Context: an optimization exercise on an open-source flow, tuned for small area. The choices shown serve that exercise and are no tape-out recipe.
Function was checked by simulation only, so behaviour that the tests miss may differ from the original.

==> inputs of job 466 <==
==> flow/design.v (excerpt) <==
module dct2d_top (clk, rst_n, pix_row, coef_row);
  input clk, rst_n;
  input  [63:0] pix_row;
  output [95:0] coef_row;
  wire [2:0]  ph;           
  wire [41:0] DCT1_out;
  wire [63:0] DCT2_in;
  wire [95:0] DCT2_out;
  wire [71:0] TP2_out;
  counter1 cnt(ph, clk, rst_n);
  wire [7:0] col_sel = 8'b1 << ph;                  
  wire [7:0] row_sel = 8'b1 << (ph + 3'd2);         
  reg [63:0] pix_q;        
  always @(posedge clk)
    pix_q <= pix_row;
  DCT_1D DCT1(pix_q, DCT1_out);
  TPmem_1 #(.D(13)) TP1(.i_clk(clk), .i_sel(col_sel), .i_data(DCT1_out), .o_data(DCT2_in));
  DCT_2D DCT2(DCT2_in, DCT2_out, col_sel[0], col_sel[1]);
  TPmem_2 TP2(.i_clk(clk), .i_sel(row_sel), .i_data(DCT2_out[95:24]), .o_data(TP2_out));
  assign coef_row = {TP2_out, 24'b0};
endmodule
Settings: LEC_CHECK=0, CAP_MARGIN=20, CORE_MARGIN=2, CORE_UTILIZATION=65, CTS_CLUSTER_DIAMETER=90, CTS_CLUSTER_SIZE=28, PLACE_DENSITY_LB_ADDON=0.1, SLEW_MARGIN=20; clock period 12.0 ns.
run.sh (not shown) runs the stock make flow with config.mk's settings and CLKGATE_MAP_FILE= SYNTH_SCRIPT=/design/flow/synth_recipe.tcl, a recipe that flattens the netlist after the stock synthesis.
==> job 6903 (differences from job 466) <==
==> flow/config.mk (replaced) <==
export PLATFORM = sky130hd
export DESIGN_NAME = dct2d_top
export DESIGN_NICKNAME = dct2d_top
export VERILOG_FILES = /design/flow/design.v
export SDC_FILE = /design/flow/constraint.sdc
export NUM_CORES = 4
export LEC_CHECK = 0
export CAP_MARGIN = 20
export CORE_MARGIN = 2
export CORE_UTILIZATION = 70
export CTS_CLUSTER_DIAMETER = 100
export CTS_CLUSTER_SIZE = 30
export GPL_TIMING_DRIVEN = 0
export SLEW_MARGIN = 20
==> job 2086 (differences from job 466) <==
--- a/flow/design.v
+++ b/flow/design.v
@@ -1,9 +1,9 @@
 module DCT_1D(in, out);
   input  [63:0] in;
-  output [41:0] out;
+  output [63:0] out;
   wire n1 = in[56] ^ in[0];
   wire n2 = in[56] & in[0];
   wire n3 = in[57] ^ in[1] ^ n2;
   wire n4 = (in[57] & in[1]) | (in[57] & n2) | (in[1] & n2);
   wire n5 = in[58] ^ in[2] ^ n4;
   wire n6 = (in[58] & in[2]) | (in[58] & n4) | (in[2] & n4);
@@ -1343,40 +1343,41 @@
   wire n1340 = ~n1303;
   wire n1341 = n1340 ^ n1301 ^ n1339;
   wire n1342 = (n1340 & n1301) | (n1340 & n1339) | (n1301 & n1339);
   wire n1343 = ~n1304;
   wire n1344 = n1272 ^ n1343 ^ n1342;
   wire n1345 = (n1272 & n1343) | (n1272 & n1342) | (n1343 & n1342);
-  wire n1346 = ~n499;
-  wire n1347 = ~n496;
-  wire n1348 = ~n493;
-  wire n1349 = ~n490;
-  wire n1350 = ~n487;
-  wire n1351 = ~n484;
-  wire n1352 = ~n945;
-  wire n1353 = ~n943;
-  wire n1354 = ~n718;
-  wire n1355 = ~n716;
-  wire n1356 = ~n713;
-  wire n1357 = ~n710;
-  wire n1358 = ~n707;
-  wire n1359 = ~n704;
-  wire n1360 = ~n1169;
-  wire n1361 = ~n1166;
-  wire n1362 = ~n1163;
-  wire n1363 = ~n1160;
-  wire n1364 = ~n1157;
-  wire n1365 = ~n1154;
-  wire n1366 = ~n593;
-  wire n1367 = ~n1344;
-  wire n1368 = ~n1341;
-  wire n1369 = ~n1338;
-  wire n1370 = ~n1335;
-  wire n1371 = ~n1332;
-  wire n1372 = ~n1329;
-  assign out = {{n501, n1346, n1347, n1348, n1349, n1350, n1351}, {n946, n1352, n1353, n940, n937, n934, n931}, {n719, n1354, n1355, n1356, n1357, n1358, n1359}, {n1170, n1360, n1361, n1362, n1363, n1364, n1365}, {n1366, n590, n588, n585, n582, n579, n576}, {n1345, n1367, n1368, n1369, n1370, n1371, n1372}};
+  wire n1346 = ~n502;
+  wire n1347 = ~n499;
+  wire n1348 = ~n496;
+  wire n1349 = ~n493;
+  wire n1350 = ~n490;
+  wire n1351 = ~n487;
+  wire n1352 = ~n484;
+  wire n1353 = ~n945;
+  wire n1354 = ~n943;
+  wire n1355 = ~n718;
+  wire n1356 = ~n716;
+  wire n1357 = ~n713;
+  wire n1358 = ~n710;
+  wire n1359 = ~n707;
+  wire n1360 = ~n704;
+  wire n1361 = ~n1169;
+  wire n1362 = ~n1166;
+  wire n1363 = ~n1163;
+  wire n1364 = ~n1160;
+  wire n1365 = ~n1157;
+  wire n1366 = ~n1154;
+  wire n1367 = ~n593;
+  wire n1368 = ~n1344;
+  wire n1369 = ~n1341;
+  wire n1370 = ~n1338;
+  wire n1371 = ~n1335;
+  wire n1372 = ~n1332;
+  wire n1373 = ~n1329;
+  assign out = {{n1346, n501, n1347, n1348, n1349, n1350, n1351, n1352}, {n946, n946, n1353, n1354, n940, n937, n934, n931}, {n719, n719, n1355, n1356, n1357, n1358, n1359, n1360}, {n1170, n1170, n1361, n1362, n1363, n1364, n1365, n1366}, {n594, n1367, n590, n588, n585, n582, n579, n576}, {n1345, n1345, n1368, n1369, n1370, n1371, n1372, n1373}, 16'b0};
 endmodule
 module DCT_2D(in, out, col0, col1);
   input  [63:0] in;
   input  col0, col1;  
   output reg [95:0] out;
   wire n1 = in[56] ^ in[0];
@@ -2759,33 +2760,33 @@
       out = {z0[14:3], z1[14:3], z2[14:3], z3[14:3], z4[14:3], z5[14:3], 24'b0};
   end
 endmodule
 module TPmem_1 #(parameter D = 14) (
   input             i_clk,
   input      [7:0]  i_sel,      
-  input      [41:0] i_data,     
+  input      [47:0] i_data,     
   output reg [63:0] o_data      
 );
   genvar h;
   generate
     for (h = 0; h < 6; h = h + 1) begin : lane
-      reg [7*(D+h)-1:0] q;
+      reg [8*(D+h)-1:0] q;
       always @(posedge i_clk)
-        q <= {q[7*(D-1+h)-1:0], i_data[41-7*h -: 7]};
+        q <= {q[8*(D-1+h)-1:0], i_data[47-8*h -: 8]};
     end
   endgenerate
   integer r;
   always @(*) begin
     for (r = 0; r < 8; r = r + 1)
       o_data[63-8*r -: 8] =
-          ({8{i_sel[0]}} & {1'b0, lane[0].q[7*(D+0-r)-1 -: 7]})
-        | ({8{i_sel[1]}} & {lane[1].q[7*(D+1-r)-1], lane[1].q[7*(D+1-r)-1 -: 7]})
-        | ({8{i_sel[2]}} & {lane[2].q[7*(D+2-r)-1], lane[2].q[7*(D+2-r)-1 -: 7]})
-        | ({8{i_sel[3]}} & {lane[3].q[7*(D+3-r)-1], lane[3].q[7*(D+3-r)-1 -: 7]})
-        | ({8{i_sel[4]}} & {lane[4].q[7*(D+4-r)-1], lane[4].q[7*(D+4-r)-1 -: 7]})
-        | ({8{i_sel[5]}} & {lane[5].q[7*(D+5-r)-1], lane[5].q[7*(D+5-r)-1 -: 7]});
+          ({8{i_sel[0]}} & lane[0].q[8*(D+0-r)-1 -: 8])
+        | ({8{i_sel[1]}} & lane[1].q[8*(D+1-r)-1 -: 8])
+        | ({8{i_sel[2]}} & lane[2].q[8*(D+2-r)-1 -: 8])
+        | ({8{i_sel[3]}} & lane[3].q[8*(D+3-r)-1 -: 8])
+        | ({8{i_sel[4]}} & lane[4].q[8*(D+4-r)-1 -: 8])
+        | ({8{i_sel[5]}} & lane[5].q[8*(D+5-r)-1 -: 8]);
   end
 endmodule
 module TPmem_2 (
   input             i_clk,
   input      [7:0]  i_sel,      
   input      [71:0] i_data,     
@@ -2824,22 +2825,22 @@
 endmodule
 module dct2d_top (clk, rst_n, pix_row, coef_row);
   input clk, rst_n;
   input  [63:0] pix_row;
   output [95:0] coef_row;
   wire [2:0]  ph;           
-  wire [41:0] DCT1_out;
+  wire [63:0] DCT1_out;
   wire [63:0] DCT2_in;
   wire [95:0] DCT2_out;
   wire [71:0] TP2_out;
   counter1 cnt(ph, clk, rst_n);
   wire [7:0] col_sel = 8'b1 << ph;                  
   wire [7:0] row_sel = 8'b1 << (ph + 3'd2);         
   reg [63:0] pix_q;        
   always @(posedge clk)
     pix_q <= pix_row;
   DCT_1D DCT1(pix_q, DCT1_out);
-  TPmem_1 #(.D(13)) TP1(.i_clk(clk), .i_sel(col_sel), .i_data(DCT1_out), .o_data(DCT2_in));
+  TPmem_1 #(.D(13)) TP1(.i_clk(clk), .i_sel(col_sel), .i_data(DCT1_out[63:16]), .o_data(DCT2_in));
   DCT_2D DCT2(DCT2_in, DCT2_out, col_sel[0], col_sel[1]);
   TPmem_2 TP2(.i_clk(clk), .i_sel(row_sel), .i_data(DCT2_out[95:24]), .o_data(TP2_out));
   assign coef_row = {TP2_out, 24'b0};
 endmodule
==> flow/config.mk (replaced) <==
export PLATFORM = sky130hd
export DESIGN_NAME = dct2d_top
export DESIGN_NICKNAME = dct2d_top
export VERILOG_FILES = /design/flow/design.v
export SDC_FILE = /design/flow/constraint.sdc
export NUM_CORES = 4
export LEC_CHECK = 0
export CAP_MARGIN = 20
export CORE_MARGIN = 2
export CORE_UTILIZATION = 75
export CTS_CLUSTER_DIAMETER = 80
export CTS_CLUSTER_SIZE = 35
export SLEW_MARGIN = 20
==> run notes <==
- The post-route core utilization is 0.709.
- The area share of xor/xnor cells in the synthesized design is 0.0114.
- Measured against the total synthesized area, the mux share comes to 0.0300.
- The detailed-route wire length is 118 mm.
- The number of antenna violations at the first check in global routing came to 5.
- Once the clock tree was built, the setup fixing pass inserted 0 buffers.
- The maximum frequency from static timing analysis is 87.0 MHz.
- The logic depth of the worst setup path including buffers is 38.
- The run finished with no timing, DRC or antenna violations.
- The complex-gate fraction of the synthesized area is 0.0411.
- The starting density of the core is 0.658.
- The sequential share of cell area is 0.423.
- The detailed-route via count is 30200.
- The proportion of netlist area held by the largest area contributor is 0.456.
the above is filed under job 466

==> run notes <==
- The initial utilization of the core area, before any placement, comes to 0.759.
- The routed layout has 31300 vias.
- Counting buffers and inverters, the worst setup path is 34 cells deep.
- The complex-gate fraction of the synthesized area is 0.0530.
- Buffers added to address setup during post-CTS repair amount to 0.
- A clean result was blocked by antenna rules.
- Of the total synthesized cell area, the portion taken by XOR and XNOR cells is 0.0111.
- The detail route stage leaves a number of antenna-violating nets equal to 1.
- The proportion of netlist area held by the largest area contributor is 0.461.
- The flow ran to the end, but the layout failed its checks.
the above is filed under job 2086

==> run notes <==
- The flow ran to the end and the layout has no timing, DRC or antenna violations.
- The clock reaches the later pin of the worst-skew pair after 660 ps.
- The number of DRC violations after detailed routing is 0.
- The logic depth of the worst setup path including buffers is 38.
- The initial utilization of the core area, before any placement, comes to 0.710.
- Of the post-synthesis cell area, the part taken by muxes is 0.0300.
- For this block, the routed nets add up to 131 mm of wire.
- The maximum frequency from static timing analysis is 85.9 MHz.
- Across all layers, the routed design uses 31600 vias.
- The complex-gate fraction of the synthesized area is 0.0411.
- The post-route core utilization is 0.772.
- The final period utilization is 0.970.
- After clock tree synthesis, the setup repair step added 12 buffers.
- The most prevalent standard cell on the critical path is sky130_fd_sc_hd__fa_1.
- The proportion of netlist area held by the largest area contributor is 0.456.
- The number of antenna violations at the first check in global routing is 3.
the above is filed under job 6903

separate check: timing with driven ports:
No port has a modelled driver above. Below, the same layouts with a new extraction and two added sets of constraints. Step 1 sets driving cells, clkbuf_16 on the clock port and buf_2 on the other inputs (assumed; they add their load-dependent delay and slew). Step 2 times the ports against the registers' clock, not the clock port: input delays grow and output delays shrink by t, the midpoint of the rising clock arrivals with the driver on. a / b / c = ideal ports / drivers / drivers and shift; a / b = the first two.
| run | shift t [ns] | slack for setup (ns) | hold slack, ns | pins driven straight from the clock port |
|---|---|---|---|---|
| job 466 | 0.730 | 0.504 / 0.504 / 0.504 | 0.297 / 0.297 / 0.297 | 1 |
| job 6903 | 0.732 | 0.354 / 0.354 / 0.354 | 0.319 / 0.319 / 0.319 | 1 |
| job 2086 | 0.713 | 0.478 / 0.478 / 0.478 | 0.288 / 0.288 / 0.288 | 1 |
